From an optimization exercise on the open Yosys and OpenROAD flow, aimed at small area; shortcuts taken in it are not production practice. Function was checked by simulation only, so behaviour that the tests miss may differ from the original. No activity file was given, so power comes from the tool's default toggle rates.

Design cpu_top, start of the top module:
module cpu_top(
    input clk,
    input rst,
    output [31:0] imem_addr,
    input  [31:0] imem_rdata,
    output [31:0] dmem_addr,
    output [31:0] dmem_wdata,
    output        dmem_we,
    input  [31:0] dmem_rdata
);
Size in the first run: roughly 2000 cells after synthesis, roughly 1100 flip-flops, ~160 I/O pins, ~0.028 mm^2 of cells after synthesis.
Settings: LEC_CHECK=0, CAP_MARGIN=20, CORE_MARGIN=2, CORE_UTILIZATION=65, SLEW_MARGIN=20; clock period 7.0 ns.
standard.sh (not shown) runs the stock make flow with config.mk's settings and CLKGATE_MAP_FILE= SYNTH_SCRIPT=/design/flow/synth_recipe.tcl, a recipe that flattens the netlist after the stock synthesis.
==> flow/flow/run.sh <==
#!/bin/bash
# The standard ORFS flow with three changes to how the layout is made:
#  - synthesis maps the logic with an area-oriented ABC script (flow/area.abc);
#    everything else in synthesis, flip-flop mapping included, is the standard one;
#  - port buffers are buf_1;
#  - the clock tree is built from clkbuf_4 with small clusters and no dummy loads.
# Each step's full output goes to a log of its own in this folder.
set -euo pipefail
W=$(pwd)
cat > "$W/area_synth.tcl" <<EOT
# The standard flow's synthesis script, with ABC's mapping script replaced by flow/area.abc
proc abc {args} {
  set out {}
  set skip 0
  foreach a \$args {
    if {\$skip} { set skip 0; continue }
    if {\$a eq "-script" || \$a eq "-D"} { set skip 1; continue }
    lappend out \$a
  }
  yosys abc -script $W/flow/area.abc {*}\$out
}
source $W/synth_recipe.tcl
EOT
bash standard.sh "SYNTH_SCRIPT=$W/area_synth.tcl" synth > synth.log 2>&1
bash standard.sh \
  "SYNTH_SCRIPT=$W/area_synth.tcl" \
  "BUFFER_PORTS_ARGS=-buffer_cell sky130_fd_sc_hd__buf_1" \
  "CTS_ARGS=-sink_clustering_enable -repair_clock_nets -dont_use_dummy_load -buf_list sky130_fd_sc_hd__clkbuf_4 -sink_clustering_size 10 -sink_clustering_max_diameter 40" \
  finish > layout.log 2>&1
==> flow/flow/area.abc <==
strash
&get -n
&st
&syn2
&dch -f
&nf -R 1000
&put
strash
&get -n
&st
&syn2
&dch -f
&nf -R 1000
&put
Edit:
==> flow/flow/area.abc (replaced) <==
strash
&get -n
&st
&syn2
&dch -f
&nf -R 1000
&put
strash
&get -n
&st
&syn2
&dch -f
&put
amap -m
The new run finished clean.
Die area fell slightly.
Synthesized cell count rose by a few percent.
Sequential power goes up slightly.
Routed wire length rose by about a fifth.

== run A ==
Another version of the RTL of cpu_top (not shown whole).
For scale: about 1100 flip-flops, ~160 I/O pins, roughly 28000 um^2 of cells after synthesis.
export LEC_CHECK = 0
export CAP_MARGIN = 20
export CORE_MARGIN = 2
export CORE_UTILIZATION = 40
export SLEW_MARGIN = 20
create_clock -name core_clock -period 7.0 [get_ports {clk}]
==> flow/flow/area.abc <==
strash
&get -n
&st
&syn2
&dch -f
&nf -R 1000
&put
strash
&get -n
&st
&syn2
&dch -f
&nf -R 1000
&put
Scripts as last shown in full above: flow/flow/run.sh
The following lists how run B was set up differently from run A:
==> flow/flow/run.sh <==
#!/bin/bash
# The standard ORFS layout, with two changes to how it is built:
#  - port buffers are buf_1 instead of the flow's default pick;
#  - clock tree built from clkbuf_4 with smaller clusters.
# Each step's full output goes to a log of its own in this folder.
set -euo pipefail
bash standard.sh synth > synth.log 2>&1
bash standard.sh \
  "BUFFER_PORTS_ARGS=-buffer_cell sky130_fd_sc_hd__buf_1" \
  "CTS_ARGS=-sink_clustering_enable -repair_clock_nets -dont_use_dummy_load -buf_list sky130_fd_sc_hd__clkbuf_4 -sink_clustering_size 10 -sink_clustering_max_diameter 40" \
  finish > layout.log 2>&1
removed: flow/flow/area.abc
Notes after the runs:
Run B vs. run A: relative contribution of combinational cells to total power fell by 3.0 points, number of global-route vias before repair now smaller, count of buffers not belonging to the clock network in the layout went down 6.4%, netlist area before placement moved up, depth of the worst register-to-register path shrank by 10. Cmp run B vs run A: total length of routed wires lower in run B. Reg2reg setup slack ended up 0.89 ns higher on run B than on run A. Run B | status: complete | timing, DRC, antenna: pass. Run A → run B: post-placement cell count lower, period utilization lower. [run B vs run A] design area: higher in run B. Power: run B vs run A down about 5%.
[inputs] run C vs run B
# run B
export LEC_CHECK = 0
export CAP_MARGIN = 20
export CORE_MARGIN = 2
export CORE_UTILIZATION = 40
export SLEW_MARGIN = 20
create_clock -name core_clock -period 7.0 [get_ports {clk}]
# run C
export LEC_CHECK = 0
export CAP_MARGIN = 0
export CORE_MARGIN = 2
export CORE_UTILIZATION = 40
export GPL_TIMING_DRIVEN = 0
export SLEW_MARGIN = 0
create_clock -name core_clock -period 7.0 [get_ports {clk}]
==> flow/flow/run.sh <==
#!/bin/bash
# The standard ORFS layout, with two changes to how it is built:
#  - port buffers are buf_1 instead of the flow's default pick;
#  - clock tree built from clkbuf_8 with smaller clusters.
# Each step's full output goes to a log of its own in this folder.
set -euo pipefail
bash standard.sh synth > synth.log 2>&1
bash standard.sh \
  "BUFFER_PORTS_ARGS=-buffer_cell sky130_fd_sc_hd__buf_1" \
  "CTS_ARGS=-sink_clustering_enable -repair_clock_nets -dont_use_dummy_load -buf_list sky130_fd_sc_hd__clkbuf_8 -sink_clustering_size 20 -sink_clustering_max_diameter 60" \
  finish > layout.log 2>&1
## What came out
Run B: full flow OK, the timing, DRC and antenna checks passed
Run C completed every stage of the flow, and the final layout passed the timing, DRC and antenna checks.
Global-route wire length before repair (run C vs. run B) decreases slightly
Comparing run B against run C, there is no change at all in flip-flop and latch count.
Number of diodes added for antenna fixing: run C vs run B down 3
Going from run B to run C, worst setup slack after placement down 1.30 ns, overall global routing resource usage dropped 0.30 points, worst ir drop on vdd went up about 4%, buffer share of cell area picked up an extra 0.32 points, worst setup slack decreased by 1.40 ns relative to the old numbers.

Setup of Q:
cpu_top with an RTL version that a note above also has.
Size: roughly 2000 cells after synthesis, ~160 I/O pins, roughly 28000 µm² of cells after synthesis.
clock: 7.0 ns
lec_check: 0
cap_margin: 20
core_margin: 2
core_utilization: 65
slew_margin: 20
==> flow/flow/run.sh <==
#!/bin/bash
# The standard ORFS flow with three changes to how the layout is made:
#  - synthesis maps the logic with an area-oriented ABC script (flow/area.abc);
#    everything else in synthesis, flip-flop mapping included, is the standard one;
#  - port buffers are buf_1;
#  - the clock tree is built from clkbuf_4 with small clusters and no dummy loads.
# Each step's full output goes to a log of its own in this folder.
set -euo pipefail
W=$(pwd)
cat > "$W/area_synth.tcl" <<EOT
# The standard flow's synthesis script, with ABC's mapping script replaced by flow/area.abc
proc abc {args} {
  set out {}
  set skip 0
  foreach a \$args {
    if {\$skip} { set skip 0; continue }
    if {\$a eq "-script" || \$a eq "-D"} { set skip 1; continue }
    lappend out \$a
  }
  yosys abc -script $W/flow/area.abc {*}\$out
}
source $W/synth_recipe.tcl
EOT
bash standard.sh "SYNTH_SCRIPT=$W/area_synth.tcl" synth > synth.log 2>&1
bash standard.sh \
  "SYNTH_SCRIPT=$W/area_synth.tcl" \
  "BUFFER_PORTS_ARGS=-buffer_cell sky130_fd_sc_hd__buf_1" \
  "CTS_ARGS=-sink_clustering_enable -dont_use_dummy_load -buf_list sky130_fd_sc_hd__clkbuf_4 -sink_clustering_size 10 -sink_clustering_max_diameter 40" \
  finish > layout.log 2>&1
==> flow/flow/area.abc <==
strash
&get -n
&st
&syn2
&dch -f
&nf -R 1000
&put
strash
&get -n
&st
&syn2
&dch -f
&nf -R 1000
&put
Q | status: complete | timing, DRC, antenna: pass
For T, these inputs were changed with respect to Q:
- swapping 65 for 40 in CORE_UTILIZATION
--- a/flow/flow/run.sh
+++ b/flow/flow/run.sh
@@ -4,5 +4,5 @@
 #    everything else in synthesis, flip-flop mapping included, is the standard one;
 #  - port buffers are buf_1;
-#  - the clock tree is built from clkbuf_4 with small clusters and no dummy loads.
+#  - the clock tree is built from clkbuf_8 and no dummy loads.
 # Each step's full output goes to a log of its own in this folder.
 set -euo pipefail
@@ -26,4 +26,4 @@
   "SYNTH_SCRIPT=$W/area_synth.tcl" \
   "BUFFER_PORTS_ARGS=-buffer_cell sky130_fd_sc_hd__buf_1" \
-  "CTS_ARGS=-sink_clustering_enable -dont_use_dummy_load -buf_list sky130_fd_sc_hd__clkbuf_4 -sink_clustering_size 10 -sink_clustering_max_diameter 40" \
+  "CTS_ARGS=-sink_clustering_enable -repair_clock_nets -dont_use_dummy_load -buf_list sky130_fd_sc_hd__clkbuf_8 -sink_clustering_size 20 -sink_clustering_max_diameter 50" \
   finish > layout.log 2>&1
Notes after the runs:
- Routed metal-1 wire length was lower in Q than in T.
- Per the comparison of T with Q, total routed wirelength moved up, share of cells above drive strength 1 lower.

Another version of the RTL of cpu_top (not shown whole).
Size: roughly 1,900 cells after synthesis, about 1,100 flip-flops, roughly 160 I/O pins, about 0.027 mm² of cells after synthesis.
Settings: LEC_CHECK=0, CAP_MARGIN=20, CORE_MARGIN=2, CORE_UTILIZATION=72, SLEW_MARGIN=20; clock period 7.0 ns.
==> flow/flow/run.sh <==
#!/bin/bash
# The standard ORFS flow with three changes to how the layout is made:
#  - synthesis maps the logic with an area-oriented ABC script (flow/area.abc) and
#    leaves adders to ABC instead of mapping them to adder cells first; everything
#    else in synthesis, flip-flop mapping included, is the standard one;
#  - port buffers are buf_1;
#  - the clock tree is built from clkbuf_4 with small clusters and no dummy loads.
# Each step's full output goes to a log of its own in this folder.
set -euo pipefail
W=$(pwd)
cat > "$W/area_synth.tcl" <<EOT
# The standard flow's synthesis script, with ABC's mapping script replaced by flow/area.abc
proc abc {args} {
  set out {}
  set skip 0
  foreach a \$args {
    if {\$skip} { set skip 0; continue }
    if {\$a eq "-script" || \$a eq "-D"} { set skip 1; continue }
    lappend out \$a
  }
  yosys abc -script $W/flow/area.abc {*}\$out
}
source $W/synth_recipe.tcl
EOT
bash standard.sh "SYNTH_SCRIPT=$W/area_synth.tcl" "ADDER_MAP_FILE=" synth > synth.log 2>&1
bash standard.sh \
  "SYNTH_SCRIPT=$W/area_synth.tcl" "ADDER_MAP_FILE=" \
  "BUFFER_PORTS_ARGS=-buffer_cell sky130_fd_sc_hd__buf_1" \
  "CTS_ARGS=-sink_clustering_enable -repair_clock_nets -dont_use_dummy_load -buf_list sky130_fd_sc_hd__clkbuf_4 -sink_clustering_size 10 -sink_clustering_max_diameter 40" \
  finish > layout.log 2>&1
Scripts as last shown in full above: flow/flow/area.abc
Rerun with:
--- a/flow/flow/run.sh
+++ b/flow/flow/run.sh
@@ -27,4 +27,4 @@
   "SYNTH_SCRIPT=$W/area_synth.tcl" "ADDER_MAP_FILE=" \
   "BUFFER_PORTS_ARGS=-buffer_cell sky130_fd_sc_hd__buf_1" \
-  "CTS_ARGS=-sink_clustering_enable -repair_clock_nets -dont_use_dummy_load -buf_list sky130_fd_sc_hd__clkbuf_4 -sink_clustering_size 10 -sink_clustering_max_diameter 40" \
+  "CTS_ARGS=-sink_clustering_enable -repair_clock_nets -dont_use_dummy_load -buf_list sky130_fd_sc_hd__clkbuf_4 -sink_clustering_size 9 -sink_clustering_max_diameter 36" \
   finish > layout.log 2>&1
Effect:
- The new run finished clean
- final area increases by 0.30%
- final cell count rose by 0.33%
- combinational power stays flat
- setup slack is better by 40 ps
- utilization came out higher by 0.24 points
- sequential share of layout area decreases by 0.22 points
- total power rose by 1.2%

## v32
cpu_top with an RTL version that a note above also has.
Size: roughly 1100 flip-flops, ~160 I/O pins, roughly 0.029 mm2 of cells after synthesis.
==> flow/config.mk <==
export PLATFORM = sky130hd
export DESIGN_NAME = cpu_top
export DESIGN_NICKNAME = cpu_top
export VERILOG_FILES = /design/flow/design.v
export SDC_FILE = /design/flow/constraint.sdc
export NUM_CORES = 4
export LEC_CHECK = 0
export CAP_MARGIN = 20
export CORE_MARGIN = 2
export CORE_UTILIZATION = 40
export SLEW_MARGIN = 20
==> flow/constraint.sdc <==
create_clock -name core_clock -period 7.0 [get_ports {clk}]
set_input_delay 1.4000 -clock core_clock [delete_from_list [all_inputs] [get_ports {clk}]]
set_output_delay 1.4000 -clock core_clock [all_outputs]
set_load 0.01 [all_outputs]
==> flow/flow/run.sh <==
#!/bin/bash
# The standard ORFS layout, with two changes to how it is built:
#  - port buffers are buf_1 instead of the flow's default pick;
#  - clock tree built from clkbuf_8 with smaller clusters.
# Each step's full output goes to a log of its own in this folder.
set -euo pipefail
bash standard.sh synth > synth.log 2>&1
bash standard.sh \
  "BUFFER_PORTS_ARGS=-buffer_cell sky130_fd_sc_hd__buf_1" \
  "CTS_ARGS=-sink_clustering_enable -repair_clock_nets -dont_use_dummy_load -buf_list sky130_fd_sc_hd__clkbuf_8 -sink_clustering_size 16 -sink_clustering_max_diameter 50" \
  finish > layout.log 2>&1
For v57, these inputs were changed with respect to v32:
==> flow/run.sh (new file) <==
#!/bin/bash
# synth_recipe.tcl (not shown) runs the flow's synth.tcl, then flattens the netlist and writes it again
# the make line also repeats each setting of config.mk as NAME=value (left out here)
make -C /OpenROAD-flow-scripts/flow DESIGN_CONFIG=/design/flow/config.mk WORK_HOME=/design/flow/orfs CLKGATE_MAP_FILE= SYNTH_SCRIPT=/design/flow/synth_recipe.tcl finish
-- flow/config.mk --
<<< v32, line 10
export CORE_UTILIZATION = 40
export SLEW_MARGIN = 20
>>> v57, line 10
export CORE_UTILIZATION = 40
export CTS_BUF_LIST = sky130_fd_sc_hd__clkbuf_4
export CTS_CLUSTER_DIAMETER = 40
export CTS_CLUSTER_SIZE = 10
export SLEW_MARGIN = 20
removed: flow/flow/run.sh
removed: flow/standard.sh
--- outcome ---
- v57: full flow OK, the timing, DRC and antenna checks passed
- v32 has a lower clock share of power than v57.
- Going from v32 to v57, maximum frequency grew by a few percent.
- v32 reports its end of the critical path as rf.R[22].s[30] while v57 reports rf.R[3].s[30].
- On via count, v57 does worse than v32.
- Compared with v32, v57 degrades first-pass GRT wire length.
- The run showing the greater power per cell area is v32.
- On v57: starting DRC count in detailed routing is 5.0% higher than what v32 gave.
Input-level comparison between v41 and v57:
-- flow/config.mk --
<<< v57, line 10
export CORE_UTILIZATION = 40
export CTS_BUF_LIST = sky130_fd_sc_hd__clkbuf_4
export CTS_CLUSTER_DIAMETER = 40
export CTS_CLUSTER_SIZE = 10
export SLEW_MARGIN = 20
>>> v41, line 10
export CORE_UTILIZATION = 40
export CTS_BUF_LIST = sky130_fd_sc_hd__clkbuf_8
export CTS_CLUSTER_DIAMETER = 50
export CTS_CLUSTER_SIZE = 16
export SLEW_MARGIN = 20
Results
Power | v41 above v57. Going from v57 to v41, number of antenna diodes went down 2, flop and latch count out of synthesis held. v41: global-route wire length before repair is 1.7% lower than what v57 reported. Going from v57 to v41, maximum frequency fell about 5.5%, setup slack fell 0.31 ns. Reported for v57 and v41, number of well-tap cells placed turned out identical to the last digit. Worst vdd rail ir drop on v41 is ahead of v57. Compared v41 against v57; buffering overhead within noise.

RTL: one of the versions met above, not the one the previous note started from.
Size: roughly 1100 flip-flops, about 28000 sq um of cells after synthesis.
==> flow/config.mk <==
export PLATFORM = sky130hd
export DESIGN_NAME = cpu_top
export DESIGN_NICKNAME = cpu_top
export VERILOG_FILES = /design/flow/design.v
export SDC_FILE = /design/flow/constraint.sdc
export NUM_CORES = 4
export LEC_CHECK = 0
export CAP_MARGIN = 20
export CORE_MARGIN = 2
export CORE_UTILIZATION = 65
export SLEW_MARGIN = 20
==> flow/constraint.sdc <==
create_clock -name core_clock -period 7.0 [get_ports {clk}]
set_input_delay 1.4000 -clock core_clock [delete_from_list [all_inputs] [get_ports {clk}]]
set_output_delay 1.4000 -clock core_clock [all_outputs]
set_load 0.01 [all_outputs]
==> flow/flow/run.sh <==
#!/bin/bash
# The standard ORFS flow with three changes to how the layout is made:
#  - synthesis maps the logic with an area-oriented ABC script (flow/area.abc);
#    everything else in synthesis, flip-flop mapping included, is the standard one;
#  - port buffers are buf_1;
#  - the clock tree is built from clkbuf_4 with small clusters and no dummy loads.
# Each step's full output goes to a log of its own in this folder.
set -euo pipefail
W=$(pwd)
cat > "$W/area_synth.tcl" <<EOT
# The standard flow's synthesis script, with ABC's mapping script replaced by flow/area.abc
proc abc {args} {
  set out {}
  set skip 0
  foreach a \$args {
    if {\$skip} { set skip 0; continue }
    if {\$a eq "-script" || \$a eq "-D"} { set skip 1; continue }
    lappend out \$a
  }
  yosys abc -script $W/flow/area.abc {*}\$out
}
source $W/synth_recipe.tcl
EOT
bash standard.sh "SYNTH_SCRIPT=$W/area_synth.tcl" synth > synth.log 2>&1
bash standard.sh \
  "SYNTH_SCRIPT=$W/area_synth.tcl" \
  "BUFFER_PORTS_ARGS=-buffer_cell sky130_fd_sc_hd__buf_1" \
  "CTS_ARGS=-sink_clustering_enable -repair_clock_nets -dont_use_dummy_load -buf_list sky130_fd_sc_hd__clkbuf_4 -sink_clustering_size 12 -sink_clustering_max_diameter 45" \
  finish > layout.log 2>&1
Scripts as last shown in full above: flow/flow/area.abc
The baseline completed without violations.
Edit:
--- a/flow/flow/run.sh
+++ b/flow/flow/run.sh
@@ -26,4 +26,4 @@
   "SYNTH_SCRIPT=$W/area_synth.tcl" \
   "BUFFER_PORTS_ARGS=-buffer_cell sky130_fd_sc_hd__buf_1" \
-  "CTS_ARGS=-sink_clustering_enable -repair_clock_nets -dont_use_dummy_load -buf_list sky130_fd_sc_hd__clkbuf_4 -sink_clustering_size 12 -sink_clustering_max_diameter 45" \
+  "CTS_ARGS=-sink_clustering_enable -repair_clock_nets -dont_use_dummy_load -buf_list sky130_fd_sc_hd__clkbuf_4 -sink_clustering_size 10 -sink_clustering_max_diameter 40" \
   finish > layout.log 2>&1
--- a/flow/config.mk
+++ b/flow/config.mk
@@ -8,4 +8,4 @@
 export CAP_MARGIN = 20
 export CORE_MARGIN = 2
-export CORE_UTILIZATION = 65
+export CORE_UTILIZATION = 72
 export SLEW_MARGIN = 20
Result: The changed run finished with timing, DRC and antenna clean; power increases by 2.3%; hold slack loses 0.0047 ns; worst setup slack gets better by 0.052 ns; combinational power rises by about 1%; via count grows by about 2.8%; register-to-register slack gets worse by 0.13 ns; final cell count hardly moves; first-iteration DRC count went down by about 4.4%; clock-buffer cell count grows by 25.
Edit:
--- a/flow/flow/run.sh
+++ b/flow/flow/run.sh
@@ -4,5 +4,5 @@
 #    everything else in synthesis, flip-flop mapping included, is the standard one;
 #  - port buffers are buf_1;
-#  - the clock tree is built from clkbuf_4 with small clusters and no dummy loads.
+#  - the clock tree is built from clkbuf_8 and no dummy loads.
 # Each step's full output goes to a log of its own in this folder.
 set -euo pipefail
@@ -26,4 +26,4 @@
   "SYNTH_SCRIPT=$W/area_synth.tcl" \
   "BUFFER_PORTS_ARGS=-buffer_cell sky130_fd_sc_hd__buf_1" \
-  "CTS_ARGS=-sink_clustering_enable -repair_clock_nets -dont_use_dummy_load -buf_list sky130_fd_sc_hd__clkbuf_4 -sink_clustering_size 10 -sink_clustering_max_diameter 40" \
+  "CTS_ARGS=-sink_clustering_enable -repair_clock_nets -dont_use_dummy_load -buf_list sky130_fd_sc_hd__clkbuf_8 -sink_clustering_size 20 -sink_clustering_max_diameter 45" \
   finish > layout.log 2>&1
--- a/flow/config.mk
+++ b/flow/config.mk
@@ -8,4 +8,4 @@
 export CAP_MARGIN = 20
 export CORE_MARGIN = 2
-export CORE_UTILIZATION = 72
+export CORE_UTILIZATION = 65
 export SLEW_MARGIN = 20
=>
- die area rises by 11%
- clock-buffer cell count falls by 56
- wire length falls by 3.4%
- non-clock buffer count falls by 1
- worst hold slack is about the same
- critical path depth does not change

static timing again, ports no longer ideal:
Ports are ideal in the flow. The routed layouts listed here were re-timed in OpenROAD. Step 1 sets driving cells, clkbuf_16 on the clock port and buf_2 on the other inputs (assumed; they add their load-dependent delay and slew). Step 2, shift: input delay + t, output delay - t, t = (earliest + latest rising clock arrival at the registers) / 2. This alone moves slack from input paths to output paths. Slacks: no drivers / after step 1 / after step 2; pairs: no drivers / after step 1.
run	t, ns	setup slack, ns	worst slew at a driven data input, ns	cell pins on the clock port's net
the first run of note 1	0.964	1.309 / 1.344 / 0.381	0.10	1
the second run of note 1	0.859	0.831 / 0.857 / -0.002	0.10	1
run A	0.972	1.365 / 1.353 / 0.381	0.12	1
run B	0.992	1.661 / 1.657 / 0.665	0.14	1
run C	0.687	0.262 / 0.247 / -0.440	0.15	1
Q	0.964	1.309 / 1.344 / 0.381	0.10	1
T	0.691	1.076 / 1.110 / 0.419	0.12	1
the first run of note 4	0.876	1.195 / 1.152 / 0.276	0.12	1
the second run of note 4	0.889	1.235 / 1.223 / 0.334	0.12	1
v32	0.725	1.389 / 1.369 / 0.645	0.14	1
v57	1.006	1.698 / 1.697 / 0.691	0.12	1
v41	0.756	1.392 / 1.387 / 0.631	0.12	1
the first run of note 6	0.879	1.225 / 1.258 / 0.379	0.11	1
the second run of note 6	0.857	1.277 / 1.313 / 0.456	0.10	1
the third run of note 6	0.686	0.983 / 1.016 / 0.330	0.10	1
Met with ideal ports but missed after step 2: setup timing in the second run of note 1 and run C. The setup slack of v57, which loses most, moves by -0.001 ns with the drivers and by -1.007 ns with both steps.
